This design comes from an exercise in tuning for small area on the open sky130 flow, not from production work.
RTL that was checked went through simulation tests only; none was proved equivalent to the original.
For run 1, only the layout was checked, not whether the RTL still works.

## flow/design.v (module list and top-level ports; edited modules follow where they fit)
// module fft: 2274 lines
// module fft_rca: 12 lines
// module fft_fa: 6 lines
module fft(clk,rst,fir_data,fir_valid,fft_data,fft_valid,freq,fft_fin);
  // ...
==> flow/run.sh <==
#!/bin/bash
# synth_recipe.tcl (not shown) runs the flow's synth.tcl, then flattens the netlist and writes it again
# the make line also repeats each setting of config.mk as NAME=value (left out here)
make -C /OpenROAD-flow-scripts/flow DESIGN_CONFIG=/design/flow/config.mk WORK_HOME=/design/flow/orfs CLKGATE_MAP_FILE= SYNTH_SCRIPT=/design/flow/synth_recipe.tcl finish
==> flow/config.mk <==
export PLATFORM = sky130hd
export DESIGN_NAME = fft
export DESIGN_NICKNAME = fft
export VERILOG_FILES = /design/flow/design.v
export SDC_FILE = /design/flow/constraint.sdc
export NUM_CORES = 4
export LEC_CHECK = 0
export CAP_MARGIN = 20
export CORE_MARGIN = 2
export CORE_UTILIZATION = 40
export SLEW_MARGIN = 20
export SYNTH_HIERARCHICAL = 1
export SYNTH_MINIMUM_KEEP_SIZE = 0
==> flow/constraint.sdc <==
create_clock -name core_clock -period 12.0 [get_ports {clk}]
set_input_delay 2.4000 -clock core_clock [delete_from_list [all_inputs] [get_ports {clk}]]
set_output_delay 2.4000 -clock core_clock [all_outputs]
set_load 0.01 [all_outputs]
==> results.txt, run 1 <==
via/cell ratio 4.86; outcome timing/DRC/antenna clean; #FFs+latches synth 551; Starting Density 0.404; global placer's final weighted congestion 0.877; die area 93300 µm²; Hold Path Depth 0; initial antenna violation count 0; CTS tree yes; fraction of area in registers 0.271; synthesis-to-finish area growth 12.1%; Synth Area in Compound Gates 0.0578; clock sinks 551; DP Worst Slack 0.0230 ns; Reg2Reg Depth 30; Synth cell types 53; Die X 306 µm; top cells by count, synth fa_1 (702), dfxtp_1 (551), nand2_1 (278), inv_1 (277), o21ai_0 (195); final wirelength 82200 µm; GR Util met1 0.237; CP max FO 4; global routing met3 resource utilization 0.0277; final period utilization 0.976; worst rel slew slack 0.315
==> inputs of run 2 (changes only) <==
--- a/flow/design.v
+++ b/flow/design.v
@@ -19,11 +19,11 @@
     if (adv && cnt == 4'd15) fv <= fir_valid;
-    if (run && cnt == 4'd1)  outv <= fv;
+    if (run && cnt == 4'd2)  outv <= fv;
   end
-wire [3:0] q1 = cnt;           
-wire [3:0] qb = cnt - 4'd1;    
-wire [3:0] qv = cnt - 4'd2;    
-wire [3:0] qs = cnt - 4'd3;    
-wire [3:0] qo = cnt - 4'd2;    
+wire [3:0] q1 = cnt - 4'd1;    
+wire [3:0] qb = cnt - 4'd2;    
+wire [3:0] qv = cnt - 4'd3;    
+wire [3:0] qs = cnt - 4'd4;    
+wire [3:0] qo = cnt - 4'd3;    
 assign fft_valid = outv;
-assign fft_fin   = outv & (cnt == 4'd1);
+assign fft_fin   = outv & (cnt == 4'd2);
 assign freq      = {qo[0], qo[1], qo[2], qo[3]};
@@ -34,3 +34,3 @@
 fft_rca #(16) u_b1 (.a(f1o), .b(~fir_data), .ci(1'b1), .s(b1));
-wire [15:0] s1r = f1o;    
+reg  [15:0] s1r;
 always @(posedge clk) begin
@@ -38,2 +38,3 @@
   for (i = 1; i < 8; i = i + 1) f1[i] <= f1[i-1];
+  s1r <= cnt[3] ? a1 : f1o;
 end
@@ -399,5 +400,5 @@
 wire tac_211;
-assign tac_211 = tac_23 ^ tac_210;
+assign tac_211 = tac_23 ^ 1'b0;
 wire tac_212;
-assign tac_212 = tac_23 & tac_210;
+assign tac_212 = tac_23 & 1'b0;
 wire tac_213;
@@ -429,142 +430,177 @@
 fft_fa u_tac_225 (.a(tac_78), .b(tac_89), .c(tac_224), .s(tac_225), .co(tac_226));
-assign pAC[8] = tac_211;
-assign pAC[9] = tac_213;
-assign pAC[10] = tac_215;
-assign pAC[11] = tac_217;
-assign pAC[12] = tac_219;
-assign pAC[13] = tac_221;
-assign pAC[14] = tac_223;
-assign pAC[15] = tac_225;
 wire tac_227;
+assign tac_227 = tac_23 ^ 1'b1;
 wire tac_228;
-assign tac_227 = tac_90 ^ tac_101 ^ 1'b0;
-assign tac_228 = (tac_90 & tac_101) | (tac_90 & 1'b0) | (tac_101 & 1'b0);
+assign tac_228 = tac_23 & 1'b1;
 wire tac_229;
+assign tac_229 = tac_29 ^ tac_228;
 wire tac_230;
-fft_fa u_tac_229 (.a(tac_102), .b(tac_111), .c(tac_228), .s(tac_229), .co(tac_230));
+assign tac_230 = tac_29 & tac_228;
 wire tac_231;
-assign tac_231 = tac_121 ^ tac_230;
+assign tac_231 = tac_37 ^ tac_230;
 wire tac_232;
-assign tac_232 = tac_121 & tac_230;
+assign tac_232 = tac_37 & tac_230;
 wire tac_233;
-assign tac_233 = tac_131 ^ tac_232;
+assign tac_233 = tac_45 ^ tac_232;
 wire tac_234;
-assign tac_234 = tac_131 & tac_232;
+assign tac_234 = tac_45 & tac_232;
 wire tac_235;
-assign tac_235 = tac_141 ^ tac_234;
+assign tac_235 = tac_55 ^ tac_234;
 wire tac_236;
-assign tac_236 = tac_141 & tac_234;
+assign tac_236 = tac_55 & tac_234;
 wire tac_237;
-assign tac_237 = tac_151 ^ tac_236;
+assign tac_237 = tac_65 ^ tac_236;
 wire tac_238;
-assign tac_238 = tac_151 & tac_236;
+assign tac_238 = tac_65 & tac_236;
 wire tac_239;
-assign tac_239 = tac_161 ^ tac_238;
+assign tac_239 = tac_77 ^ tac_238;
 wire tac_240;
-assign tac_240 = tac_161 & tac_238;
+assign tac_240 = tac_77 & tac_238;
 wire tac_241;
 wire tac_242;
-fft_fa u_tac_241 (.a(tac_162), .b(tac_169), .c(tac_240), .s(tac_241), .co(tac_242));
+fft_fa u_tac_241 (.a(tac_78), .b(tac_89), .c(tac_240), .s(tac_241), .co(tac_242));
+assign pAC[8] = tac_210 ? tac_227 : tac_211;
+assign pAC[9] = tac_210 ? tac_229 : tac_213;
+assign pAC[10] = tac_210 ? tac_231 : tac_215;
+assign pAC[11] = tac_210 ? tac_233 : tac_217;
+assign pAC[12] = tac_210 ? tac_235 : tac_219;
+assign pAC[13] = tac_210 ? tac_237 : tac_221;
+assign pAC[14] = tac_210 ? tac_239 : tac_223;
+assign pAC[15] = tac_210 ? tac_241 : tac_225;
 wire tac_243;
-assign tac_243 = tac_177 ^ tac_242;
+assign tac_243 = tac_210 ? tac_242 : tac_226;
 wire tac_244;
-assign tac_244 = tac_177 & tac_242;
 wire tac_245;
+assign tac_244 = tac_90 ^ tac_101 ^ 1'b0;
+assign tac_245 = (tac_90 & tac_101) | (tac_90 & 1'b0) | (tac_101 & 1'b0);
 wire tac_246;
-fft_fa u_tac_245 (.a(tac_178), .b(tac_183), .c(tac_244), .s(tac_245), .co(tac_246));
 wire tac_247;
-assign tac_247 = tac_189 ^ tac_246;
+fft_fa u_tac_246 (.a(tac_102), .b(tac_111), .c(tac_245), .s(tac_246), .co(tac_247));
 wire tac_248;
-assign tac_248 = tac_189 & tac_246;
+assign tac_248 = tac_121 ^ tac_247;
 wire tac_249;
+assign tac_249 = tac_121 & tac_247;
 wire tac_250;
-fft_fa u_tac_249 (.a(tac_190), .b(tac_193), .c(tac_248), .s(tac_249), .co(tac_250));
+assign tac_250 = tac_131 ^ tac_249;
 wire tac_251;
-assign tac_251 = tac_197 ^ tac_250;
+assign tac_251 = tac_131 & tac_249;
 wire tac_252;
-assign tac_252 = tac_197 & tac_250;
+assign tac_252 = tac_141 ^ tac_251;
 wire tac_253;
+assign tac_253 = tac_141 & tac_251;
 wire tac_254;
-fft_fa u_tac_253 (.a(tac_198), .b(tac_199), .c(tac_252), .s(tac_253), .co(tac_254));
+assign tac_254 = tac_151 ^ tac_253;
 wire tac_255;
-assign tac_255 = tac_201 ^ tac_254;
+assign tac_255 = tac_151 & tac_253;
 wire tac_256;
-assign tac_256 = tac_201 & tac_254;
+assign tac_256 = tac_161 ^ tac_255;
 wire tac_257;
-assign tac_257 = ~ac1[15] ^ tac_202 ^ tac_256;
+assign tac_257 = tac_161 & tac_255;
 wire tac_258;
 wire tac_259;
-assign tac_258 = tac_90 ^ tac_101 ^ 1'b1;
-assign tac_259 = (tac_90 & tac_101) | (tac_90 & 1'b1) | (tac_101 & 1'b1);
+fft_fa u_tac_258 (.a(tac_162), .b(tac_169), .c(tac_257), .s(tac_258), .co(tac_259));
 wire tac_260;
 wire tac_261;
-fft_fa u_tac_260 (.a(tac_102), .b(tac_111), .c(tac_259), .s(tac_260), .co(tac_261));
+assign tac_260 = tac_90 ^ tac_101 ^ 1'b1;
+assign tac_261 = (tac_90 & tac_101) | (tac_90 & 1'b1) | (tac_101 & 1'b1);
 wire tac_262;
-assign tac_262 = tac_121 ^ tac_261;
 wire tac_263;
-assign tac_263 = tac_121 & tac_261;
+fft_fa u_tac_262 (.a(tac_102), .b(tac_111), .c(tac_261), .s(tac_262), .co(tac_263));
 wire tac_264;
-assign tac_264 = tac_131 ^ tac_263;
+assign tac_264 = tac_121 ^ tac_263;
 wire tac_265;
-assign tac_265 = tac_131 & tac_263;
+assign tac_265 = tac_121 & tac_263;
 wire tac_266;
-assign tac_266 = tac_141 ^ tac_265;
+assign tac_266 = tac_131 ^ tac_265;
 wire tac_267;
-assign tac_267 = tac_141 & tac_265;
+assign tac_267 = tac_131 & tac_265;
 wire tac_268;
-assign tac_268 = tac_151 ^ tac_267;
+assign tac_268 = tac_141 ^ tac_267;
 wire tac_269;
-assign tac_269 = tac_151 & tac_267;
+assign tac_269 = tac_141 & tac_267;
 wire tac_270;
-assign tac_270 = tac_161 ^ tac_269;
+assign tac_270 = tac_151 ^ tac_269;
 wire tac_271;
-assign tac_271 = tac_161 & tac_269;
+assign tac_271 = tac_151 & tac_269;
 wire tac_272;
+assign tac_272 = tac_161 ^ tac_271;
 wire tac_273;
-fft_fa u_tac_272 (.a(tac_162), .b(tac_169), .c(tac_271), .s(tac_272), .co(tac_273));
+assign tac_273 = tac_161 & tac_271;
 wire tac_274;
-assign tac_274 = tac_177 ^ tac_273;
 wire tac_275;
-assign tac_275 = tac_177 & tac_273;
+fft_fa u_tac_274 (.a(tac_162), .b(tac_169), .c(tac_273), .s(tac_274), .co(tac_275));
+assign pAC[16] = tac_243 ? tac_260 : tac_244;
+assign pAC[17] = tac_243 ? tac_262 : tac_246;
+assign pAC[18] = tac_243 ? tac_264 : tac_248;
+assign pAC[19] = tac_243 ? tac_266 : tac_250;
+assign pAC[20] = tac_243 ? tac_268 : tac_252;
+assign pAC[21] = tac_243 ? tac_270 : tac_254;
+assign pAC[22] = tac_243 ? tac_272 : tac_256;
+assign pAC[23] = tac_243 ? tac_274 : tac_258;
 wire tac_276;
+assign tac_276 = tac_243 ? tac_275 : tac_259;
 wire tac_277;
-fft_fa u_tac_276 (.a(tac_178), .b(tac_183), .c(tac_275), .s(tac_276), .co(tac_277));
+assign tac_277 = tac_177 ^ 1'b0;
 wire tac_278;
-assign tac_278 = tac_189 ^ tac_277;
+assign tac_278 = tac_177 & 1'b0;
 wire tac_279;
-assign tac_279 = tac_189 & tac_277;
 wire tac_280;
+fft_fa u_tac_279 (.a(tac_178), .b(tac_183), .c(tac_278), .s(tac_279), .co(tac_280));
 wire tac_281;
-fft_fa u_tac_280 (.a(tac_190), .b(tac_193), .c(tac_279), .s(tac_280), .co(tac_281));
+assign tac_281 = tac_189 ^ tac_280;
 wire tac_282;
-assign tac_282 = tac_197 ^ tac_281;
+assign tac_282 = tac_189 & tac_280;
 wire tac_283;
-assign tac_283 = tac_197 & tac_281;
 wire tac_284;
+fft_fa u_tac_283 (.a(tac_190), .b(tac_193), .c(tac_282), .s(tac_283), .co(tac_284));
 wire tac_285;
-fft_fa u_tac_284 (.a(tac_198), .b(tac_199), .c(tac_283), .s(tac_284), .co(tac_285));
+assign tac_285 = tac_197 ^ tac_284;
 wire tac_286;
-assign tac_286 = tac_201 ^ tac_285;
+assign tac_286 = tac_197 & tac_284;
 wire tac_287;
-assign tac_287 = tac_201 & tac_285;
 wire tac_288;
-assign tac_288 = ~ac1[15] ^ tac_202 ^ tac_287;
-assign pAC[16] = tac_226 ? tac_258 : tac_227;
-assign pAC[17] = tac_226 ? tac_260 : tac_229;
-assign pAC[18] = tac_226 ? tac_262 : tac_231;
-assign pAC[19] = tac_226 ? tac_264 : tac_233;
-assign pAC[20] = tac_226 ? tac_266 : tac_235;
-assign pAC[21] = tac_226 ? tac_268 : tac_237;
-assign pAC[22] = tac_226 ? tac_270 : tac_239;
-assign pAC[23] = tac_226 ? tac_272 : tac_241;
-assign pAC[24] = tac_226 ? tac_274 : tac_243;
-assign pAC[25] = tac_226 ? tac_276 : tac_245;
-assign pAC[26] = tac_226 ? tac_278 : tac_247;
-assign pAC[27] = tac_226 ? tac_280 : tac_249;
-assign pAC[28] = tac_226 ? tac_282 : tac_251;
-assign pAC[29] = tac_226 ? tac_284 : tac_253;
-assign pAC[30] = tac_226 ? tac_286 : tac_255;
-assign pAC[31] = tac_226 ? tac_288 : tac_257;
+fft_fa u_tac_287 (.a(tac_198), .b(tac_199), .c(tac_286), .s(tac_287), .co(tac_288));
 wire tac_289;
-assign tac_289 = tac_226 ? tac_287 : tac_256;
+assign tac_289 = tac_201 ^ tac_288;
+wire tac_290;
+assign tac_290 = tac_201 & tac_288;
+wire tac_291;
+assign tac_291 = ~ac1[15] ^ tac_202 ^ tac_290;
+wire tac_292;
+assign tac_292 = tac_177 ^ 1'b1;
+wire tac_293;
+assign tac_293 = tac_177 & 1'b1;
+wire tac_294;
+wire tac_295;
+fft_fa u_tac_294 (.a(tac_178), .b(tac_183), .c(tac_293), .s(tac_294), .co(tac_295));
+wire tac_296;
+assign tac_296 = tac_189 ^ tac_295;
+wire tac_297;
+assign tac_297 = tac_189 & tac_295;
+wire tac_298;
+wire tac_299;
+fft_fa u_tac_298 (.a(tac_190), .b(tac_193), .c(tac_297), .s(tac_298), .co(tac_299));
+wire tac_300;
+assign tac_300 = tac_197 ^ tac_299;
+wire tac_301;
+assign tac_301 = tac_197 & tac_299;
+wire tac_302;
+wire tac_303;
+fft_fa u_tac_302 (.a(tac_198), .b(tac_199), .c(tac_301), .s(tac_302), .co(tac_303));
+wire tac_304;
+assign tac_304 = tac_201 ^ tac_303;
+wire tac_305;
+assign tac_305 = tac_201 & tac_303;
+wire tac_306;
+assign tac_306 = ~ac1[15] ^ tac_202 ^ tac_305;
+assign pAC[24] = tac_276 ? tac_292 : tac_277;
+assign pAC[25] = tac_276 ? tac_294 : tac_279;
+assign pAC[26] = tac_276 ? tac_296 : tac_281;
+assign pAC[27] = tac_276 ? tac_298 : tac_283;
+assign pAC[28] = tac_276 ? tac_300 : tac_285;
+assign pAC[29] = tac_276 ? tac_302 : tac_287;
+assign pAC[30] = tac_276 ? tac_304 : tac_289;
+assign pAC[31] = tac_276 ? tac_306 : tac_291;
+wire tac_307;
+assign tac_307 = tac_276 ? tac_305 : tac_290;
 wire tbc_1;
@@ -911,5 +947,5 @@
 wire tbc_217;
-assign tbc_217 = tbc_33 ^ tbc_216;
+assign tbc_217 = tbc_33 ^ 1'b0;
 wire tbc_218;
-assign tbc_218 = tbc_33 & tbc_216;
+assign tbc_218 = tbc_33 & 1'b0;
 wire tbc_219;
@@ -935,142 +971,171 @@
 fft_fa u_tbc_231 (.a(tbc_80), .b(tbc_91), .c(tbc_230), .s(tbc_231), .co(tbc_232));
-assign pBC[8] = tbc_217;
-assign pBC[9] = tbc_219;
-assign pBC[10] = tbc_221;
-assign pBC[11] = tbc_223;
-assign pBC[12] = tbc_225;
-assign pBC[13] = tbc_227;
-assign pBC[14] = tbc_229;
-assign pBC[15] = tbc_231;
 wire tbc_233;
-assign tbc_233 = tbc_103 ^ 1'b0;
+assign tbc_233 = tbc_33 ^ 1'b1;
 wire tbc_234;
-assign tbc_234 = tbc_103 & 1'b0;
+assign tbc_234 = tbc_33 & 1'b1;
 wire tbc_235;
-assign tbc_235 = tbc_115 ^ tbc_234;
 wire tbc_236;
-assign tbc_236 = tbc_115 & tbc_234;
+fft_fa u_tbc_235 (.a(tbc_34), .b(tbc_39), .c(tbc_234), .s(tbc_235), .co(tbc_236));
 wire tbc_237;
-assign tbc_237 = tbc_127 ^ tbc_236;
 wire tbc_238;
-assign tbc_238 = tbc_127 & tbc_236;
+fft_fa u_tbc_237 (.a(tbc_40), .b(tbc_45), .c(tbc_236), .s(tbc_237), .co(tbc_238));
 wire tbc_239;
 wire tbc_240;
-fft_fa u_tbc_239 (.a(tbc_128), .b(tbc_137), .c(tbc_238), .s(tbc_239), .co(tbc_240));
+fft_fa u_tbc_239 (.a(tbc_46), .b(tbc_51), .c(tbc_238), .s(tbc_239), .co(tbc_240));
 wire tbc_241;
-assign tbc_241 = tbc_147 ^ tbc_240;
 wire tbc_242;
-assign tbc_242 = tbc_147 & tbc_240;
+fft_fa u_tbc_241 (.a(tbc_52), .b(tbc_59), .c(tbc_240), .s(tbc_241), .co(tbc_242));
 wire tbc_243;
-assign tbc_243 = tbc_157 ^ tbc_242;
 wire tbc_244;
-assign tbc_244 = tbc_157 & tbc_242;
+fft_fa u_tbc_243 (.a(tbc_60), .b(tbc_69), .c(tbc_242), .s(tbc_243), .co(tbc_244));
 wire tbc_245;
-assign tbc_245 = tbc_167 ^ tbc_244;
 wire tbc_246;
-assign tbc_246 = tbc_167 & tbc_244;
+fft_fa u_tbc_245 (.a(tbc_70), .b(tbc_79), .c(tbc_244), .s(tbc_245), .co(tbc_246));
 wire tbc_247;
 wire tbc_248;
-fft_fa u_tbc_247 (.a(tbc_168), .b(tbc_175), .c(tbc_246), .s(tbc_247), .co(tbc_248));
+fft_fa u_tbc_247 (.a(tbc_80), .b(tbc_91), .c(tbc_246), .s(tbc_247), .co(tbc_248));
+assign pBC[8] = tbc_216 ? tbc_233 : tbc_217;
+assign pBC[9] = tbc_216 ? tbc_235 : tbc_219;
+assign pBC[10] = tbc_216 ? tbc_237 : tbc_221;
+assign pBC[11] = tbc_216 ? tbc_239 : tbc_223;
+assign pBC[12] = tbc_216 ? tbc_241 : tbc_225;
+assign pBC[13] = tbc_216 ? tbc_243 : tbc_227;
+assign pBC[14] = tbc_216 ? tbc_245 : tbc_229;
+assign pBC[15] = tbc_216 ? tbc_247 : tbc_231;
 wire tbc_249;
-assign tbc_249 = tbc_183 ^ tbc_248;
+assign tbc_249 = tbc_216 ? tbc_248 : tbc_232;
 wire tbc_250;
-assign tbc_250 = tbc_183 & tbc_248;
+assign tbc_250 = tbc_103 ^ 1'b0;
 wire tbc_251;
+assign tbc_251 = tbc_103 & 1'b0;
 wire tbc_252;
-fft_fa u_tbc_251 (.a(tbc_184), .b(tbc_189), .c(tbc_250), .s(tbc_251), .co(tbc_252));
+assign tbc_252 = tbc_115 ^ tbc_251;
 wire tbc_253;
-assign tbc_253 = tbc_195 ^ tbc_252;
+assign tbc_253 = tbc_115 & tbc_251;
 wire tbc_254;
-assign tbc_254 = tbc_195 & tbc_252;
+assign tbc_254 = tbc_127 ^ tbc_253;
 wire tbc_255;
+assign tbc_255 = tbc_127 & tbc_253;
 wire tbc_256;
-fft_fa u_tbc_255 (.a(tbc_196), .b(tbc_199), .c(tbc_254), .s(tbc_255), .co(tbc_256));
 wire tbc_257;
-assign tbc_257 = tbc_203 ^ tbc_256;
+fft_fa u_tbc_256 (.a(tbc_128), .b(tbc_137), .c(tbc_255), .s(tbc_256), .co(tbc_257));
 wire tbc_258;
-assign tbc_258 = tbc_203 & tbc_256;
+assign tbc_258 = tbc_147 ^ tbc_257;
 wire tbc_259;
+assign tbc_259 = tbc_147 & tbc_257;
 wire tbc_260;
-fft_fa u_tbc_259 (.a(tbc_204), .b(tbc_205), .c(tbc_258), .s(tbc_259), .co(tbc_260));
+assign tbc_260 = tbc_157 ^ tbc_259;
 wire tbc_261;
-assign tbc_261 = tbc_207 ^ tbc_260;
+assign tbc_261 = tbc_157 & tbc_259;
 wire tbc_262;
-assign tbc_262 = tbc_207 & tbc_260;
+assign tbc_262 = tbc_167 ^ tbc_261;
 wire tbc_263;
-assign tbc_263 = ~bc1[16] ^ tbc_208 ^ tbc_262;
+assign tbc_263 = tbc_167 & tbc_261;
 wire tbc_264;
-assign tbc_264 = tbc_103 ^ 1'b1;
 wire tbc_265;
-assign tbc_265 = tbc_103 & 1'b1;
+fft_fa u_tbc_264 (.a(tbc_168), .b(tbc_175), .c(tbc_263), .s(tbc_264), .co(tbc_265));
 wire tbc_266;
-assign tbc_266 = tbc_115 ^ tbc_265;
+assign tbc_266 = tbc_103 ^ 1'b1;
 wire tbc_267;
-assign tbc_267 = tbc_115 & tbc_265;
+assign tbc_267 = tbc_103 & 1'b1;
 wire tbc_268;
-assign tbc_268 = tbc_127 ^ tbc_267;
+assign tbc_268 = tbc_115 ^ tbc_267;
 wire tbc_269;
-assign tbc_269 = tbc_127 & tbc_267;
+assign tbc_269 = tbc_115 & tbc_267;
 wire tbc_270;
+assign tbc_270 = tbc_127 ^ tbc_269;
 wire tbc_271;
-fft_fa u_tbc_270 (.a(tbc_128), .b(tbc_137), .c(tbc_269), .s(tbc_270), .co(tbc_271));
+assign tbc_271 = tbc_127 & tbc_269;
 wire tbc_272;
-assign tbc_272 = tbc_147 ^ tbc_271;
 wire tbc_273;
-assign tbc_273 = tbc_147 & tbc_271;
+fft_fa u_tbc_272 (.a(tbc_128), .b(tbc_137), .c(tbc_271), .s(tbc_272), .co(tbc_273));
 wire tbc_274;
-assign tbc_274 = tbc_157 ^ tbc_273;
+assign tbc_274 = tbc_147 ^ tbc_273;
 wire tbc_275;
-assign tbc_275 = tbc_157 & tbc_273;
+assign tbc_275 = tbc_147 & tbc_273;
 wire tbc_276;
-assign tbc_276 = tbc_167 ^ tbc_275;
+assign tbc_276 = tbc_157 ^ tbc_275;
 wire tbc_277;
-assign tbc_277 = tbc_167 & tbc_275;
+assign tbc_277 = tbc_157 & tbc_275;
 wire tbc_278;
+assign tbc_278 = tbc_167 ^ tbc_277;
 wire tbc_279;
-fft_fa u_tbc_278 (.a(tbc_168), .b(tbc_175), .c(tbc_277), .s(tbc_278), .co(tbc_279));
+assign tbc_279 = tbc_167 & tbc_277;
 wire tbc_280;
-assign tbc_280 = tbc_183 ^ tbc_279;
 wire tbc_281;
-assign tbc_281 = tbc_183 & tbc_279;
+fft_fa u_tbc_280 (.a(tbc_168), .b(tbc_175), .c(tbc_279), .s(tbc_280), .co(tbc_281));
+assign pBC[16] = tbc_249 ? tbc_266 : tbc_250;
+assign pBC[17] = tbc_249 ? tbc_268 : tbc_252;
+assign pBC[18] = tbc_249 ? tbc_270 : tbc_254;
+assign pBC[19] = tbc_249 ? tbc_272 : tbc_256;
+assign pBC[20] = tbc_249 ? tbc_274 : tbc_258;
+assign pBC[21] = tbc_249 ? tbc_276 : tbc_260;
+assign pBC[22] = tbc_249 ? tbc_278 : tbc_262;
+assign pBC[23] = tbc_249 ? tbc_280 : tbc_264;
 wire tbc_282;
+assign tbc_282 = tbc_249 ? tbc_281 : tbc_265;
 wire tbc_283;
-fft_fa u_tbc_282 (.a(tbc_184), .b(tbc_189), .c(tbc_281), .s(tbc_282), .co(tbc_283));
+assign tbc_283 = tbc_183 ^ 1'b0;
 wire tbc_284;
-assign tbc_284 = tbc_195 ^ tbc_283;
+assign tbc_284 = tbc_183 & 1'b0;
 wire tbc_285;
-assign tbc_285 = tbc_195 & tbc_283;
 wire tbc_286;
+fft_fa u_tbc_285 (.a(tbc_184), .b(tbc_189), .c(tbc_284), .s(tbc_285), .co(tbc_286));
 wire tbc_287;
-fft_fa u_tbc_286 (.a(tbc_196), .b(tbc_199), .c(tbc_285), .s(tbc_286), .co(tbc_287));
+assign tbc_287 = tbc_195 ^ tbc_286;
 wire tbc_288;
-assign tbc_288 = tbc_203 ^ tbc_287;
+assign tbc_288 = tbc_195 & tbc_286;
 wire tbc_289;
-assign tbc_289 = tbc_203 & tbc_287;
 wire tbc_290;
+fft_fa u_tbc_289 (.a(tbc_196), .b(tbc_199), .c(tbc_288), .s(tbc_289), .co(tbc_290));
 wire tbc_291;
-fft_fa u_tbc_290 (.a(tbc_204), .b(tbc_205), .c(tbc_289), .s(tbc_290), .co(tbc_291));
+assign tbc_291 = tbc_203 ^ tbc_290;
 wire tbc_292;
-assign tbc_292 = tbc_207 ^ tbc_291;
+assign tbc_292 = tbc_203 & tbc_290;
 wire tbc_293;
-assign tbc_293 = tbc_207 & tbc_291;
 wire tbc_294;
-assign tbc_294 = ~bc1[16] ^ tbc_208 ^ tbc_293;
-assign pBC[16] = tbc_232 ? tbc_264 : tbc_233;
-assign pBC[17] = tbc_232 ? tbc_266 : tbc_235;
-assign pBC[18] = tbc_232 ? tbc_268 : tbc_237;
-assign pBC[19] = tbc_232 ? tbc_270 : tbc_239;
-assign pBC[20] = tbc_232 ? tbc_272 : tbc_241;
-assign pBC[21] = tbc_232 ? tbc_274 : tbc_243;
-assign pBC[22] = tbc_232 ? tbc_276 : tbc_245;
-assign pBC[23] = tbc_232 ? tbc_278 : tbc_247;
-assign pBC[24] = tbc_232 ? tbc_280 : tbc_249;
-assign pBC[25] = tbc_232 ? tbc_282 : tbc_251;
-assign pBC[26] = tbc_232 ? tbc_284 : tbc_253;
-assign pBC[27] = tbc_232 ? tbc_286 : tbc_255;
-assign pBC[28] = tbc_232 ? tbc_288 : tbc_257;
-assign pBC[29] = tbc_232 ? tbc_290 : tbc_259;
-assign pBC[30] = tbc_232 ? tbc_292 : tbc_261;
-assign pBC[31] = tbc_232 ? tbc_294 : tbc_263;
+fft_fa u_tbc_293 (.a(tbc_204), .b(tbc_205), .c(tbc_292), .s(tbc_293), .co(tbc_294));
 wire tbc_295;
-assign tbc_295 = tbc_232 ? tbc_293 : tbc_262;
+assign tbc_295 = tbc_207 ^ tbc_294;
+wire tbc_296;
+assign tbc_296 = tbc_207 & tbc_294;
+wire tbc_297;
+assign tbc_297 = ~bc1[16] ^ tbc_208 ^ tbc_296;
+wire tbc_298;
+assign tbc_298 = tbc_183 ^ 1'b1;
+wire tbc_299;
+assign tbc_299 = tbc_183 & 1'b1;
+wire tbc_300;
+wire tbc_301;
+fft_fa u_tbc_300 (.a(tbc_184), .b(tbc_189), .c(tbc_299), .s(tbc_300), .co(tbc_301));
+wire tbc_302;
+assign tbc_302 = tbc_195 ^ tbc_301;
+wire tbc_303;
+assign tbc_303 = tbc_195 & tbc_301;
+wire tbc_304;
+wire tbc_305;
+fft_fa u_tbc_304 (.a(tbc_196), .b(tbc_199), .c(tbc_303), .s(tbc_304), .co(tbc_305));
+wire tbc_306;
+assign tbc_306 = tbc_203 ^ tbc_305;
+wire tbc_307;
+assign tbc_307 = tbc_203 & tbc_305;
+wire tbc_308;
+wire tbc_309;
+fft_fa u_tbc_308 (.a(tbc_204), .b(tbc_205), .c(tbc_307), .s(tbc_308), .co(tbc_309));
+wire tbc_310;
+assign tbc_310 = tbc_207 ^ tbc_309;
+wire tbc_311;
+assign tbc_311 = tbc_207 & tbc_309;
+wire tbc_312;
+assign tbc_312 = ~bc1[16] ^ tbc_208 ^ tbc_311;
+assign pBC[24] = tbc_282 ? tbc_298 : tbc_283;
+assign pBC[25] = tbc_282 ? tbc_300 : tbc_285;
+assign pBC[26] = tbc_282 ? tbc_302 : tbc_287;
+assign pBC[27] = tbc_282 ? tbc_304 : tbc_289;
+assign pBC[28] = tbc_282 ? tbc_306 : tbc_291;
+assign pBC[29] = tbc_282 ? tbc_308 : tbc_293;
+assign pBC[30] = tbc_282 ? tbc_310 : tbc_295;
+assign pBC[31] = tbc_282 ? tbc_312 : tbc_297;
+wire tbc_313;
+assign tbc_313 = tbc_282 ? tbc_311 : tbc_296;
 wire q35 = ~q1[3] & q1[0] & (q1[2] ^ q1[1]);
@@ -1078,3 +1143,3 @@
 wire q0P = q1[3] | (q1[2:0] == 3'd0);
-wire [23:0] Br = cnt[3] ? {a1, 8'd0} : (q35 ? pBC[31:8] : (q4 ? 24'd0 : pAC[31:8]));
+wire [23:0] Br = q35 ? pBC[31:8] : (q4 ? 24'd0 : pAC[31:8]);
 wire [23:0] Bi = (q35 | q4) ? pAC[31:8] : (q0P ? 24'd0 : pBC[31:8]);
@@ -1492,3 +1557,3 @@
 wire xcr_239;
-assign xcr_239 = xcr_1 & xcr_238;
+assign xcr_239 = xcr_1 & 1'b0;
 wire xcr_240;
@@ -1502,3 +1567,3 @@
 wire xcr_244;
-assign xcr_244 = xcr_25 & 1'b0;
+assign xcr_244 = xcr_25 & xcr_243;
 wire xcr_245;
@@ -1508,171 +1573,185 @@
 wire xcr_247;
-assign xcr_247 = xcr_53 & xcr_246;
+assign xcr_247 = xcr_1 & 1'b1;
 wire xcr_248;
-assign xcr_248 = xcr_63 & xcr_247;
+assign xcr_248 = (xcr_2 & xcr_3) | (xcr_2 & xcr_247) | (xcr_3 & xcr_247);
 wire xcr_249;
-assign xcr_249 = xcr_73 & xcr_248;
+assign xcr_249 = xcr_7 & xcr_248;
 wire xcr_250;
-assign xcr_250 = xcr_83 & xcr_249;
+assign xcr_250 = (xcr_8 & xcr_11) | (xcr_8 & xcr_249) | (xcr_11 & xcr_249);
 wire xcr_251;
-assign xcr_251 = xcr_93 & xcr_250;
+assign xcr_251 = xcr_17 & xcr_250;
 wire xcr_252;
-assign xcr_252 = xcr_103 & xcr_251;
+assign xcr_252 = xcr_25 & xcr_251;
 wire xcr_253;
-assign xcr_253 = xcr_113 & xcr_252;
+assign xcr_253 = (xcr_26 & xcr_33) | (xcr_26 & xcr_252) | (xcr_33 & xcr_252);
 wire xcr_254;
-assign xcr_254 = xcr_123 & xcr_253;
+assign xcr_254 = xcr_43 & xcr_253;
 wire xcr_255;
-assign xcr_255 = xcr_133 ^ xcr_254;
+assign xcr_255 = xcr_238 ? xcr_254 : xcr_246;
 wire xcr_256;
-assign xcr_256 = xcr_133 & xcr_254;
+assign xcr_256 = xcr_53 & 1'b0;
 wire xcr_257;
+assign xcr_257 = xcr_63 & xcr_256;
 wire xcr_258;
-fft_fa u_xcr_257 (.a(xcr_134), .b(xcr_143), .c(xcr_256), .s(xcr_257), .co(xcr_258));
+assign xcr_258 = xcr_73 & xcr_257;
 wire xcr_259;
-assign xcr_259 = xcr_25 & 1'b1;
+assign xcr_259 = xcr_83 & xcr_258;
 wire xcr_260;
-assign xcr_260 = (xcr_26 & xcr_33) | (xcr_26 & xcr_259) | (xcr_33 & xcr_259);
+assign xcr_260 = xcr_93 & xcr_259;
 wire xcr_261;
-assign xcr_261 = xcr_43 & xcr_260;
+assign xcr_261 = xcr_103 & xcr_260;
 wire xcr_262;
-assign xcr_262 = xcr_53 & xcr_261;
+assign xcr_262 = xcr_113 & xcr_261;
 wire xcr_263;
-assign xcr_263 = xcr_63 & xcr_262;
+assign xcr_263 = xcr_123 & xcr_262;
 wire xcr_264;
-assign xcr_264 = xcr_73 & xcr_263;
+assign xcr_264 = xcr_53 & 1'b1;
 wire xcr_265;
-assign xcr_265 = xcr_83 & xcr_264;
+assign xcr_265 = xcr_63 & xcr_264;
 wire xcr_266;
-assign xcr_266 = xcr_93 & xcr_265;
+assign xcr_266 = xcr_73 & xcr_265;
 wire xcr_267;
-assign xcr_267 = xcr_103 & xcr_266;
+assign xcr_267 = xcr_83 & xcr_266;
 wire xcr_268;
-assign xcr_268 = xcr_113 & xcr_267;
+assign xcr_268 = xcr_93 & xcr_267;
 wire xcr_269;
-assign xcr_269 = xcr_123 & xcr_268;
+assign xcr_269 = xcr_103 & xcr_268;
 wire xcr_270;
-assign xcr_270 = xcr_133 ^ xcr_269;
+assign xcr_270 = xcr_113 & xcr_269;
 wire xcr_271;
-assign xcr_271 = xcr_133 & xcr_269;
+assign xcr_271 = xcr_123 & xcr_270;
 wire xcr_272;
+assign xcr_272 = xcr_255 ? xcr_271 : xcr_263;
 wire xcr_273;
-fft_fa u_xcr_272 (.a(xcr_134), .b(xcr_143), .c(xcr_271), .s(xcr_272), .co(xcr_273));
-assign Pr[24] = xcr_243 ? xcr_270 : xcr_255;
-assign Pr[25] = xcr_243 ? xcr_272 : xcr_257;
+assign xcr_273 = xcr_133 ^ 1'b0;
 wire xcr_274;
-assign xcr_274 = xcr_243 ? xcr_273 : xcr_258;
+assign xcr_274 = xcr_133 & 1'b0;
 wire xcr_275;
-assign xcr_275 = xcr_153 ^ 1'b0;
 wire xcr_276;
-assign xcr_276 = xcr_153 & 1'b0;
+fft_fa u_xcr_275 (.a(xcr_134), .b(xcr_143), .c(xcr_274), .s(xcr_275), .co(xcr_276));
 wire xcr_277;
-assign xcr_277 = xcr_163 ^ xcr_276;
+assign xcr_277 = xcr_153 ^ xcr_276;
 wire xcr_278;
-assign xcr_278 = xcr_163 & xcr_276;
+assign xcr_278 = xcr_153 & xcr_276;
 wire xcr_279;
-assign xcr_279 = xcr_173 ^ xcr_278;
+assign xcr_279 = xcr_163 ^ xcr_278;
 wire xcr_280;
-assign xcr_280 = xcr_173 & xcr_278;
+assign xcr_280 = xcr_163 & xcr_278;
 wire xcr_281;
-assign xcr_281 = xcr_183 ^ xcr_280;
+assign xcr_281 = xcr_173 ^ xcr_280;
 wire xcr_282;
-assign xcr_282 = xcr_183 & xcr_280;
+assign xcr_282 = xcr_173 & xcr_280;
 wire xcr_283;
-assign xcr_283 = xcr_193 ^ xcr_282;
+assign xcr_283 = xcr_183 ^ xcr_282;
 wire xcr_284;
-assign xcr_284 = xcr_193 & xcr_282;
+assign xcr_284 = xcr_183 & xcr_282;
 wire xcr_285;
+assign xcr_285 = xcr_193 ^ xcr_284;
 wire xcr_286;
-fft_fa u_xcr_285 (.a(xcr_194), .b(xcr_201), .c(xcr_284), .s(xcr_285), .co(xcr_286));
+assign xcr_286 = xcr_193 & xcr_284;
 wire xcr_287;
-assign xcr_287 = xcr_209 ^ xcr_286;
 wire xcr_288;
-assign xcr_288 = xcr_209 & xcr_286;
+fft_fa u_xcr_287 (.a(xcr_194), .b(xcr_201), .c(xcr_286), .s(xcr_287), .co(xcr_288));
 wire xcr_289;
+assign xcr_289 = xcr_133 ^ 1'b1;
 wire xcr_290;
-fft_fa u_xcr_289 (.a(xcr_210), .b(xcr_215), .c(xcr_288), .s(xcr_289), .co(xcr_290));
+assign xcr_290 = xcr_133 & 1'b1;
 wire xcr_291;
-assign xcr_291 = xcr_221 ^ xcr_290;
 wire xcr_292;
-assign xcr_292 = xcr_221 & xcr_290;
+fft_fa u_xcr_291 (.a(xcr_134), .b(xcr_143), .c(xcr_290), .s(xcr_291), .co(xcr_292));
 wire xcr_293;
+assign xcr_293 = xcr_153 ^ xcr_292;
 wire xcr_294;
-fft_fa u_xcr_293 (.a(xcr_222), .b(xcr_225), .c(xcr_292), .s(xcr_293), .co(xcr_294));
+assign xcr_294 = xcr_153 & xcr_292;
 wire xcr_295;
+assign xcr_295 = xcr_163 ^ xcr_294;
 wire xcr_296;
-fft_fa u_xcr_295 (.a(xcr_226), .b(xcr_227), .c(xcr_294), .s(xcr_295), .co(xcr_296));
+assign xcr_296 = xcr_163 & xcr_294;
 wire xcr_297;
-assign xcr_297 = xcr_229 ^ xcr_296;
+assign xcr_297 = xcr_173 ^ xcr_296;
 wire xcr_298;
-assign xcr_298 = xcr_229 & xcr_296;
+assign xcr_298 = xcr_173 & xcr_296;
 wire xcr_299;
+assign xcr_299 = xcr_183 ^ xcr_298;
 wire xcr_300;
-fft_fa u_xcr_299 (.a(~xvr[23]), .b(xcr_230), .c(xcr_298), .s(xcr_299), .co(xcr_300));
+assign xcr_300 = xcr_183 & xcr_298;
 wire xcr_301;
-assign xcr_301 = 1'b1 ^ xcr_300;
+assign xcr_301 = xcr_193 ^ xcr_300;
 wire xcr_302;
-assign xcr_302 = xcr_153 ^ 1'b1;
+assign xcr_302 = xcr_193 & xcr_300;
 wire xcr_303;
-assign xcr_303 = xcr_153 & 1'b1;
 wire xcr_304;
-assign xcr_304 = xcr_163 ^ xcr_303;
+fft_fa u_xcr_303 (.a(xcr_194), .b(xcr_201), .c(xcr_302), .s(xcr_303), .co(xcr_304));
+assign Pr[24] = xcr_272 ? xcr_289 : xcr_273;
+assign Pr[25] = xcr_272 ? xcr_291 : xcr_275;
+assign Pr[26] = xcr_272 ? xcr_293 : xcr_277;
+assign Pr[27] = xcr_272 ? xcr_295 : xcr_279;
+assign Pr[28] = xcr_272 ? xcr_297 : xcr_281;
+assign Pr[29] = xcr_272 ? xcr_299 : xcr_283;
+assign Pr[30] = xcr_272 ? xcr_301 : xcr_285;
+assign Pr[31] = xcr_272 ? xcr_303 : xcr_287;
 wire xcr_305;
-assign xcr_305 = xcr_163 & xcr_303;
+assign xcr_305 = xcr_272 ? xcr_304 : xcr_288;
 wire xcr_306;
-assign xcr_306 = xcr_173 ^ xcr_305;
+assign xcr_306 = xcr_209 ^ 1'b0;
 wire xcr_307;
-assign xcr_307 = xcr_173 & xcr_305;
+assign xcr_307 = xcr_209 & 1'b0;
 wire xcr_308;
-assign xcr_308 = xcr_183 ^ xcr_307;
 wire xcr_309;
-assign xcr_309 = xcr_183 & xcr_307;
+fft_fa u_xcr_308 (.a(xcr_210), .b(xcr_215), .c(xcr_307), .s(xcr_308), .co(xcr_309));
 wire xcr_310;
-assign xcr_310 = xcr_193 ^ xcr_309;
+assign xcr_310 = xcr_221 ^ xcr_309;
 wire xcr_311;
-assign xcr_311 = xcr_193 & xcr_309;
+assign xcr_311 = xcr_221 & xcr_309;
 wire xcr_312;
 wire xcr_313;
-fft_fa u_xcr_312 (.a(xcr_194), .b(xcr_201), .c(xcr_311), .s(xcr_312), .co(xcr_313));
+fft_fa u_xcr_312 (.a(xcr_222), .b(xcr_225), .c(xcr_311), .s(xcr_312), .co(xcr_313));
 wire xcr_314;
-assign xcr_314 = xcr_209 ^ xcr_313;
 wire xcr_315;
-assign xcr_315 = xcr_209 & xcr_313;
+fft_fa u_xcr_314 (.a(xcr_226), .b(xcr_227), .c(xcr_313), .s(xcr_314), .co(xcr_315));
 wire xcr_316;
+assign xcr_316 = xcr_229 ^ xcr_315;
 wire xcr_317;
-fft_fa u_xcr_316 (.a(xcr_210), .b(xcr_215), .c(xcr_315), .s(xcr_316), .co(xcr_317));
+assign xcr_317 = xcr_229 & xcr_315;
 wire xcr_318;
-assign xcr_318 = xcr_221 ^ xcr_317;
 wire xcr_319;
-assign xcr_319 = xcr_221 & xcr_317;
+fft_fa u_xcr_318 (.a(~xvr[23]), .b(xcr_230), .c(xcr_317), .s(xcr_318), .co(xcr_319));
 wire xcr_320;
+assign xcr_320 = 1'b1 ^ xcr_319;
 wire xcr_321;
-fft_fa u_xcr_320 (.a(xcr_222), .b(xcr_225), .c(xcr_319), .s(xcr_320), .co(xcr_321));
+assign xcr_321 = xcr_209 ^ 1'b1;
 wire xcr_322;
+assign xcr_322 = xcr_209 & 1'b1;
 wire xcr_323;
-fft_fa u_xcr_322 (.a(xcr_226), .b(xcr_227), .c(xcr_321), .s(xcr_322), .co(xcr_323));
 wire xcr_324;
-assign xcr_324 = xcr_229 ^ xcr_323;
+fft_fa u_xcr_323 (.a(xcr_210), .b(xcr_215), .c(xcr_322), .s(xcr_323), .co(xcr_324));
 wire xcr_325;
-assign xcr_325 = xcr_229 & xcr_323;
+assign xcr_325 = xcr_221 ^ xcr_324;
 wire xcr_326;
+assign xcr_326 = xcr_221 & xcr_324;
 wire xcr_327;
-fft_fa u_xcr_326 (.a(~xvr[23]), .b(xcr_230), .c(xcr_325), .s(xcr_326), .co(xcr_327));
 wire xcr_328;
-assign xcr_328 = 1'b1 ^ xcr_327;
-assign Pr[26] = xcr_274 ? xcr_302 : xcr_275;
-assign Pr[27] = xcr_274 ? xcr_304 : xcr_277;
-assign Pr[28] = xcr_274 ? xcr_306 : xcr_279;
-assign Pr[29] = xcr_274 ? xcr_308 : xcr_281;
-assign Pr[30] = xcr_274 ? xcr_310 : xcr_283;
-assign Pr[31] = xcr_274 ? xcr_312 : xcr_285;
-assign Pr[32] = xcr_274 ? xcr_314 : xcr_287;
-assign Pr[33] = xcr_274 ? xcr_316 : xcr_289;
-assign Pr[34] = xcr_274 ? xcr_318 : xcr_291;
-assign Pr[35] = xcr_274 ? xcr_320 : xcr_293;
-assign Pr[36] = xcr_274 ? xcr_322 : xcr_295;
-assign Pr[37] = xcr_274 ? xcr_324 : xcr_297;
-assign Pr[38] = xcr_274 ? xcr_326 : xcr_299;
-assign Pr[39] = xcr_274 ? xcr_328 : xcr_301;
+fft_fa u_xcr_327 (.a(xcr_222), .b(xcr_225), .c(xcr_326), .s(xcr_327), .co(xcr_328));
 wire xcr_329;
-assign xcr_329 = xcr_274 ? xcr_327 : xcr_300;
+wire xcr_330;
+fft_fa u_xcr_329 (.a(xcr_226), .b(xcr_227), .c(xcr_328), .s(xcr_329), .co(xcr_330));
+wire xcr_331;
+assign xcr_331 = xcr_229 ^ xcr_330;
+wire xcr_332;
+assign xcr_332 = xcr_229 & xcr_330;
+wire xcr_333;
+wire xcr_334;
+fft_fa u_xcr_333 (.a(~xvr[23]), .b(xcr_230), .c(xcr_332), .s(xcr_333), .co(xcr_334));
+wire xcr_335;
+assign xcr_335 = 1'b1 ^ xcr_334;
+assign Pr[32] = xcr_305 ? xcr_321 : xcr_306;
+assign Pr[33] = xcr_305 ? xcr_323 : xcr_308;
+assign Pr[34] = xcr_305 ? xcr_325 : xcr_310;
+assign Pr[35] = xcr_305 ? xcr_327 : xcr_312;
+assign Pr[36] = xcr_305 ? xcr_329 : xcr_314;
+assign Pr[37] = xcr_305 ? xcr_331 : xcr_316;
+assign Pr[38] = xcr_305 ? xcr_333 : xcr_318;
+assign Pr[39] = xcr_305 ? xcr_335 : xcr_320;
+wire xcr_336;
+assign xcr_336 = xcr_305 ? xcr_334 : xcr_319;
 wire xci_1;
@@ -2049,3 +2128,3 @@
 wire xci_239;
-assign xci_239 = xci_1 & xci_238;
+assign xci_239 = xci_1 & 1'b0;
 wire xci_240;
@@ -2059,3 +2138,3 @@
 wire xci_244;
-assign xci_244 = xci_25 & 1'b0;
+assign xci_244 = xci_25 & xci_243;
 wire xci_245;
@@ -2065,171 +2144,185 @@
 wire xci_247;
-assign xci_247 = xci_53 & xci_246;
+assign xci_247 = xci_1 & 1'b1;
 wire xci_248;
-assign xci_248 = xci_63 & xci_247;
+assign xci_248 = (xci_2 & xci_3) | (xci_2 & xci_247) | (xci_3 & xci_247);
 wire xci_249;
-assign xci_249 = xci_73 & xci_248;
+assign xci_249 = xci_7 & xci_248;
 wire xci_250;
-assign xci_250 = xci_83 & xci_249;
+assign xci_250 = (xci_8 & xci_11) | (xci_8 & xci_249) | (xci_11 & xci_249);
 wire xci_251;
-assign xci_251 = xci_93 & xci_250;
+assign xci_251 = xci_17 & xci_250;
 wire xci_252;
-assign xci_252 = xci_103 & xci_251;
+assign xci_252 = xci_25 & xci_251;
 wire xci_253;
-assign xci_253 = xci_113 & xci_252;
+assign xci_253 = (xci_26 & xci_33) | (xci_26 & xci_252) | (xci_33 & xci_252);
 wire xci_254;
-assign xci_254 = xci_123 & xci_253;
+assign xci_254 = xci_43 & xci_253;
 wire xci_255;
-assign xci_255 = xci_133 ^ xci_254;
+assign xci_255 = xci_238 ? xci_254 : xci_246;
 wire xci_256;
-assign xci_256 = xci_133 & xci_254;
+assign xci_256 = xci_53 & 1'b0;
 wire xci_257;
+assign xci_257 = xci_63 & xci_256;
 wire xci_258;
-fft_fa u_xci_257 (.a(xci_134), .b(xci_143), .c(xci_256), .s(xci_257), .co(xci_258));
+assign xci_258 = xci_73 & xci_257;
 wire xci_259;
-assign xci_259 = xci_25 & 1'b1;
+assign xci_259 = xci_83 & xci_258;
 wire xci_260;
-assign xci_260 = (xci_26 & xci_33) | (xci_26 & xci_259) | (xci_33 & xci_259);
+assign xci_260 = xci_93 & xci_259;
 wire xci_261;
-assign xci_261 = xci_43 & xci_260;
+assign xci_261 = xci_103 & xci_260;
 wire xci_262;
-assign xci_262 = xci_53 & xci_261;
+assign xci_262 = xci_113 & xci_261;
 wire xci_263;
-assign xci_263 = xci_63 & xci_262;
+assign xci_263 = xci_123 & xci_262;
 wire xci_264;
-assign xci_264 = xci_73 & xci_263;
+assign xci_264 = xci_53 & 1'b1;
 wire xci_265;
-assign xci_265 = xci_83 & xci_264;
+assign xci_265 = xci_63 & xci_264;
 wire xci_266;
-assign xci_266 = xci_93 & xci_265;
+assign xci_266 = xci_73 & xci_265;
 wire xci_267;
-assign xci_267 = xci_103 & xci_266;
+assign xci_267 = xci_83 & xci_266;
 wire xci_268;
-assign xci_268 = xci_113 & xci_267;
+assign xci_268 = xci_93 & xci_267;
 wire xci_269;
-assign xci_269 = xci_123 & xci_268;
+assign xci_269 = xci_103 & xci_268;
 wire xci_270;
-assign xci_270 = xci_133 ^ xci_269;
+assign xci_270 = xci_113 & xci_269;
 wire xci_271;
-assign xci_271 = xci_133 & xci_269;
+assign xci_271 = xci_123 & xci_270;
 wire xci_272;
+assign xci_272 = xci_255 ? xci_271 : xci_263;
 wire xci_273;
-fft_fa u_xci_272 (.a(xci_134), .b(xci_143), .c(xci_271), .s(xci_272), .co(xci_273));
-assign Pi[24] = xci_243 ? xci_270 : xci_255;
-assign Pi[25] = xci_243 ? xci_272 : xci_257;
+assign xci_273 = xci_133 ^ 1'b0;
 wire xci_274;
-assign xci_274 = xci_243 ? xci_273 : xci_258;
+assign xci_274 = xci_133 & 1'b0;
 wire xci_275;
-assign xci_275 = xci_153 ^ 1'b0;
 wire xci_276;
-assign xci_276 = xci_153 & 1'b0;
+fft_fa u_xci_275 (.a(xci_134), .b(xci_143), .c(xci_274), .s(xci_275), .co(xci_276));
 wire xci_277;
-assign xci_277 = xci_163 ^ xci_276;
+assign xci_277 = xci_153 ^ xci_276;
 wire xci_278;
-assign xci_278 = xci_163 & xci_276;
+assign xci_278 = xci_153 & xci_276;
 wire xci_279;
-assign xci_279 = xci_173 ^ xci_278;
+assign xci_279 = xci_163 ^ xci_278;
 wire xci_280;
-assign xci_280 = xci_173 & xci_278;
+assign xci_280 = xci_163 & xci_278;
 wire xci_281;
-assign xci_281 = xci_183 ^ xci_280;
+assign xci_281 = xci_173 ^ xci_280;
 wire xci_282;
-assign xci_282 = xci_183 & xci_280;
+assign xci_282 = xci_173 & xci_280;
 wire xci_283;
-assign xci_283 = xci_193 ^ xci_282;
+assign xci_283 = xci_183 ^ xci_282;
 wire xci_284;
-assign xci_284 = xci_193 & xci_282;
+assign xci_284 = xci_183 & xci_282;
 wire xci_285;
+assign xci_285 = xci_193 ^ xci_284;
 wire xci_286;
-fft_fa u_xci_285 (.a(xci_194), .b(xci_201), .c(xci_284), .s(xci_285), .co(xci_286));
+assign xci_286 = xci_193 & xci_284;
 wire xci_287;
-assign xci_287 = xci_209 ^ xci_286;
 wire xci_288;
-assign xci_288 = xci_209 & xci_286;
+fft_fa u_xci_287 (.a(xci_194), .b(xci_201), .c(xci_286), .s(xci_287), .co(xci_288));
 wire xci_289;
+assign xci_289 = xci_133 ^ 1'b1;
 wire xci_290;
-fft_fa u_xci_289 (.a(xci_210), .b(xci_215), .c(xci_288), .s(xci_289), .co(xci_290));
+assign xci_290 = xci_133 & 1'b1;
 wire xci_291;
-assign xci_291 = xci_221 ^ xci_290;
 wire xci_292;
-assign xci_292 = xci_221 & xci_290;
+fft_fa u_xci_291 (.a(xci_134), .b(xci_143), .c(xci_290), .s(xci_291), .co(xci_292));
 wire xci_293;
+assign xci_293 = xci_153 ^ xci_292;
 wire xci_294;
-fft_fa u_xci_293 (.a(xci_222), .b(xci_225), .c(xci_292), .s(xci_293), .co(xci_294));
+assign xci_294 = xci_153 & xci_292;
 wire xci_295;
+assign xci_295 = xci_163 ^ xci_294;
 wire xci_296;
-fft_fa u_xci_295 (.a(xci_226), .b(xci_227), .c(xci_294), .s(xci_295), .co(xci_296));
+assign xci_296 = xci_163 & xci_294;
 wire xci_297;
-assign xci_297 = xci_229 ^ xci_296;
+assign xci_297 = xci_173 ^ xci_296;
 wire xci_298;
-assign xci_298 = xci_229 & xci_296;
+assign xci_298 = xci_173 & xci_296;
 wire xci_299;
+assign xci_299 = xci_183 ^ xci_298;
 wire xci_300;
-fft_fa u_xci_299 (.a(~xvi[23]), .b(xci_230), .c(xci_298), .s(xci_299), .co(xci_300));
+assign xci_300 = xci_183 & xci_298;
 wire xci_301;
-assign xci_301 = 1'b1 ^ xci_300;
+assign xci_301 = xci_193 ^ xci_300;
 wire xci_302;
-assign xci_302 = xci_153 ^ 1'b1;
+assign xci_302 = xci_193 & xci_300;
 wire xci_303;
-assign xci_303 = xci_153 & 1'b1;
 wire xci_304;
-assign xci_304 = xci_163 ^ xci_303;
+fft_fa u_xci_303 (.a(xci_194), .b(xci_201), .c(xci_302), .s(xci_303), .co(xci_304));
+assign Pi[24] = xci_272 ? xci_289 : xci_273;
+assign Pi[25] = xci_272 ? xci_291 : xci_275;
+assign Pi[26] = xci_272 ? xci_293 : xci_277;
+assign Pi[27] = xci_272 ? xci_295 : xci_279;
+assign Pi[28] = xci_272 ? xci_297 : xci_281;
+assign Pi[29] = xci_272 ? xci_299 : xci_283;
+assign Pi[30] = xci_272 ? xci_301 : xci_285;
+assign Pi[31] = xci_272 ? xci_303 : xci_287;
 wire xci_305;
-assign xci_305 = xci_163 & xci_303;
+assign xci_305 = xci_272 ? xci_304 : xci_288;
 wire xci_306;
-assign xci_306 = xci_173 ^ xci_305;
+assign xci_306 = xci_209 ^ 1'b0;
 wire xci_307;
-assign xci_307 = xci_173 & xci_305;
+assign xci_307 = xci_209 & 1'b0;
 wire xci_308;
-assign xci_308 = xci_183 ^ xci_307;
 wire xci_309;
-assign xci_309 = xci_183 & xci_307;
+fft_fa u_xci_308 (.a(xci_210), .b(xci_215), .c(xci_307), .s(xci_308), .co(xci_309));
 wire xci_310;
-assign xci_310 = xci_193 ^ xci_309;
+assign xci_310 = xci_221 ^ xci_309;
 wire xci_311;
-assign xci_311 = xci_193 & xci_309;
+assign xci_311 = xci_221 & xci_309;
 wire xci_312;
 wire xci_313;
-fft_fa u_xci_312 (.a(xci_194), .b(xci_201), .c(xci_311), .s(xci_312), .co(xci_313));
+fft_fa u_xci_312 (.a(xci_222), .b(xci_225), .c(xci_311), .s(xci_312), .co(xci_313));
 wire xci_314;
-assign xci_314 = xci_209 ^ xci_313;
 wire xci_315;
-assign xci_315 = xci_209 & xci_313;
+fft_fa u_xci_314 (.a(xci_226), .b(xci_227), .c(xci_313), .s(xci_314), .co(xci_315));
 wire xci_316;
+assign xci_316 = xci_229 ^ xci_315;
 wire xci_317;
-fft_fa u_xci_316 (.a(xci_210), .b(xci_215), .c(xci_315), .s(xci_316), .co(xci_317));
+assign xci_317 = xci_229 & xci_315;
 wire xci_318;
-assign xci_318 = xci_221 ^ xci_317;
 wire xci_319;
-assign xci_319 = xci_221 & xci_317;
+fft_fa u_xci_318 (.a(~xvi[23]), .b(xci_230), .c(xci_317), .s(xci_318), .co(xci_319));
 wire xci_320;
+assign xci_320 = 1'b1 ^ xci_319;
 wire xci_321;
-fft_fa u_xci_320 (.a(xci_222), .b(xci_225), .c(xci_319), .s(xci_320), .co(xci_321));
+assign xci_321 = xci_209 ^ 1'b1;
 wire xci_322;
+assign xci_322 = xci_209 & 1'b1;
 wire xci_323;
-fft_fa u_xci_322 (.a(xci_226), .b(xci_227), .c(xci_321), .s(xci_322), .co(xci_323));
 wire xci_324;
-assign xci_324 = xci_229 ^ xci_323;
+fft_fa u_xci_323 (.a(xci_210), .b(xci_215), .c(xci_322), .s(xci_323), .co(xci_324));
 wire xci_325;
-assign xci_325 = xci_229 & xci_323;
+assign xci_325 = xci_221 ^ xci_324;
 wire xci_326;
+assign xci_326 = xci_221 & xci_324;
 wire xci_327;
-fft_fa u_xci_326 (.a(~xvi[23]), .b(xci_230), .c(xci_325), .s(xci_326), .co(xci_327));
 wire xci_328;
-assign xci_328 = 1'b1 ^ xci_327;
-assign Pi[26] = xci_274 ? xci_302 : xci_275;
-assign Pi[27] = xci_274 ? xci_304 : xci_277;
-assign Pi[28] = xci_274 ? xci_306 : xci_279;
-assign Pi[29] = xci_274 ? xci_308 : xci_281;
-assign Pi[30] = xci_274 ? xci_310 : xci_283;
-assign Pi[31] = xci_274 ? xci_312 : xci_285;
-assign Pi[32] = xci_274 ? xci_314 : xci_287;
-assign Pi[33] = xci_274 ? xci_316 : xci_289;
-assign Pi[34] = xci_274 ? xci_318 : xci_291;
-assign Pi[35] = xci_274 ? xci_320 : xci_293;
-assign Pi[36] = xci_274 ? xci_322 : xci_295;
-assign Pi[37] = xci_274 ? xci_324 : xci_297;
-assign Pi[38] = xci_274 ? xci_326 : xci_299;
-assign Pi[39] = xci_274 ? xci_328 : xci_301;
+fft_fa u_xci_327 (.a(xci_222), .b(xci_225), .c(xci_326), .s(xci_327), .co(xci_328));
 wire xci_329;
-assign xci_329 = xci_274 ? xci_327 : xci_300;
+wire xci_330;
+fft_fa u_xci_329 (.a(xci_226), .b(xci_227), .c(xci_328), .s(xci_329), .co(xci_330));
+wire xci_331;
+assign xci_331 = xci_229 ^ xci_330;
+wire xci_332;
+assign xci_332 = xci_229 & xci_330;
+wire xci_333;
+wire xci_334;
+fft_fa u_xci_333 (.a(~xvi[23]), .b(xci_230), .c(xci_332), .s(xci_333), .co(xci_334));
+wire xci_335;
+assign xci_335 = 1'b1 ^ xci_334;
+assign Pi[32] = xci_305 ? xci_321 : xci_306;
+assign Pi[33] = xci_305 ? xci_323 : xci_308;
+assign Pi[34] = xci_305 ? xci_325 : xci_310;
+assign Pi[35] = xci_305 ? xci_327 : xci_312;
+assign Pi[36] = xci_305 ? xci_329 : xci_314;
+assign Pi[37] = xci_305 ? xci_331 : xci_316;
+assign Pi[38] = xci_305 ? xci_333 : xci_318;
+assign Pi[39] = xci_305 ? xci_335 : xci_320;
+wire xci_336;
+assign xci_336 = xci_305 ? xci_334 : xci_319;
 reg [15:0] s2r, s2i;
==> results.txt, run 2 <==
outcome timing/DRC/antenna clean; Final #Nets 4092; drt drc 0; most frequent cells in the layout fa_1 (703), dfxtp_1 (562), nand2_1 (320); post-synthesis mux area share 0.0679; cell taking the most area after synthesis fa_1; count leader, synth fa_1; first-pass GRT wire length 133000 µm; worst rel slew slack 0.260 (-0.0550); largest family of logic cells by synthesized area adder cells; CTS Root Cell clkbuf_16; Critical Path AT 9.33 ns; clk buf depth 3; Synth Area in Compound Gates 0.0602 (+0.00242); clock sinks 567 (+2.9%); Post-synth EDFFs 0; CP bufs+invs 3; final period utilization 0.978 (+0.00177); Biggest register f1; final wirelength 82300 µm (+0.17%); Slowest-stage cell, CP clkdlybuf4s50_1; Sum Neg Setup Slack 0 ns; clock period minus worst slack 11.73 ns; most common cell after layout, fill and taps aside fa_1; DRT antenna net count 0; die area 95400 µm² (+2.2%); HP Class flop to flop; Largest register FFs 128; worst path cell trace nand3_1 > inv_1 > fa_1 > fa_1 > fa_1 > fa_1 > fa_1 > fa_1 > fa_1 > a21oi_1 > inv_1 > fa_1 > fa_1 > fa_1 > fa_1 > fa_1 > fa_1 > fa_1 > fa_1 > fa_1 > fa_1 > mux2_2 > clkdlybuf4s50_1; global placer's final weighted congestion 0.907 (+3.5%); Site Rows 111; Worst path max stage delay 0.47 ns; top cells by count, synth fa_1 (703), dfxtp_1 (567), nand2_1 (322), inv_1 (283), o21ai_0 (182); DRT iter0 DRCs 1315; synthesis-to-finish area growth 12.1% (about the same); CTS tree yes; actual slew at the worst max-slew pin 1.10 ns; die height 309 µm; YS warnings 12; Levels on crit path 23; HPWL after DPL 66300 µm; ys flop type dfxtp_1; Hold Violations, Final 0; Clock transition at path regs 0.06 ns; Layout fillers 8564; I/O pin count 57; average size of a mapped cell 11.6 µm²; most frequent CP cell fa_1; Max-Cap Viols 0; biggest regs f1: 128 flops, f2i: 96 flops, f2r: 96 flops; CP max FO 8 (+4); Hold Path Depth 0 (unchanged); # setup viols final 0; Worst Setup Start Kind flop; Crit path required time 9.60 ns; Die X 309 µm (+1.1%); Synth area leaders fa_1 (38%), dfxtp_1 (31%), mux2_2 (3.8%), nand2_1 (3.3%), mux2i_1 (3.0%); Synth cell types 73 (+38%); CP top delay family adder cells; Core Region 91900 µm²; Starting Density 0.404 (about the same); simple-gate area share of the yosys netlist 0.0838; via/cell ratio 4.84 (-0.53%); vias in the first global route 24000; worst skew pair latency 0.65 ns; Max Fclk 0.0852 GHz; first drt pass iteration count 5; H-tree depth 2; Clock Skews 0.0397 ns; share of layout cells above drive strength 1 0.111; register area share after synthesis 0.305; cts hold-fix bufs 0; PortBufs 56; initial antenna violation count 1 (+1); total grt overflow 0; largest net degree at the start of global routing 98; CTS Buf Count 57; Post-Synthesis Cells 3211; n_diodes 0; #FFs+latches synth 567 (+2.9%); xor/xnor share of the synthesized area 0.0349; CP Class flop to output port; Synth async-reset ratio 0; Reg2Reg Depth 32 (+6.7%); mapped cell area 37200 µm²; total global-route track usage 0.180; Pins Over Slew Limit 0; Yosys top cell area share 0.379; WL/cell 17.9 µm; Synth Area in Adders 0.405; routed vias 22200; Critical Path Sink Type output port; RSZ-0062 raised after global routing false
==> run 2: metal layers <==
metal	GRT usage	wire [µm]	vias to the layer above
met5	0	10	-
met4	0.0604	2520	2
met3	0.0245	3420	150
met2	0.313	41000	444
met1	0.231	35300	11200
li1	-	-	10400
==> run 2: modules after synthesis (local to each module, per instance), a selection <==
module | cell area, µm² | times used | flip-flops and latches | cells
fft_fa | 20.0 | 703 | 0 | 1
fft | 23100 | 1 | 567 | 2508
==> run 2: worst paths after layout <==
path              start            to  slack (ns)
max              cnt[2]  fft_data[31]        0.27
min          f2r[2][11]    f2r[3][11]        0.30
max reg2reg      cnt[0]       vir[23]        0.68
min reg2reg  f2r[2][11]    f2r[3][11]        0.30
==> run 2: layout make-up <==
class | instances | area (µm²) | area share
Sequential cell | 567 | 11400 | 0.273
Inverter | 284 | 1070 | 0.0256
Multi-Input combinational cell | 2256 | 24500 | 0.588
Timing Repair Buffer | 130 | 1130 | 0.0272
Tap cell | 1243 | 1560 | 0.0373
Clock buffer | 70 | 1560 | 0.0373
Clock inverter | 38 | 499 | 0.0120
==> run 2: cell families after synthesis <==
logic type                 Yosys count
adders and majority gates          781
and+or+nand+nor                    690
DFF                                567
buffers and inverters              417
AOI/OAI and AO/OA                  372
muxes                              236
xor gates and xnor gates           146
other                                2
==> run 2: what timing repair did <==
item                       4_1_cts  5_1_grt
hold endpoints to repair         0        0
resized for setup                2       34
setup buffers                    0        9
setup endpoints to repair        1        2
pin swaps                        0        9
==> run 2: worst reg2reg max path, delay by kind of cell (launching register included) <==
kind,cells,cell delay [ns]
AOI/OAI and AO/OA,2,0.19
DFF,1,0.40
adders and majority gates,25,10.05
and+or+nand+nor,2,0.28
buffers and inverters,3,0.28
==> run 2: metrics by stage <==
step | utilization | cell area, µm² | setup slack [ns] | cells | hold WS (ns)
floorplan | - | 37300 | 0.0743 | 3240 | 0.310
global placement | 0.429 | 39400 | 0.587 | 4471 | 0.310
detailed placement | 0.429 | 39400 | 0.463 | 4471 | 0.312
CTS | 0.451 | 41500 | 0.0191 | 4579 | 0.283
global route | 0.453 | 41700 | 0.00356 | 4588 | 0.295
finish | 0.453 | 41700 | 0.266 | 4588 | 0.295

[port drivers added, routing unchanged]
The results above use ideal ports. As a check the final layouts listed here were re-extracted and re-timed, cells and wires unchanged. Step 1 (the two cells are an assumption about what drives the block):
set clk [get_ports {clk}]
set_driving_cell -lib_cell sky130_fd_sc_hd__clkbuf_16 $clk
set_driving_cell -lib_cell sky130_fd_sc_hd__buf_2 [delete_from_list [all_inputs] $clk]
Step 2 times the ports against the registers' clock, not the clock port: input delays grow and output delays shrink by t, the midpoint of the rising clock arrivals with the driver on. Slacks: ideal / step 1 / step 2; pairs: ideal / step 1.
run	shift t [ns]	slack for setup (ns)	hold slack, ns	worst setup path after step 2	worst register clock-pin slew, ns
run 1	0.691	0.287 / 0.219 / 0.383	0.309 / 0.309 / 0.309	register to register	0.07 / 0.07
run 2	0.699	0.266 / 0.201 / 0.679	0.295 / 0.295 / 0.295	register to register	0.07 / 0.07
After both steps every run listed still meets setup and hold.
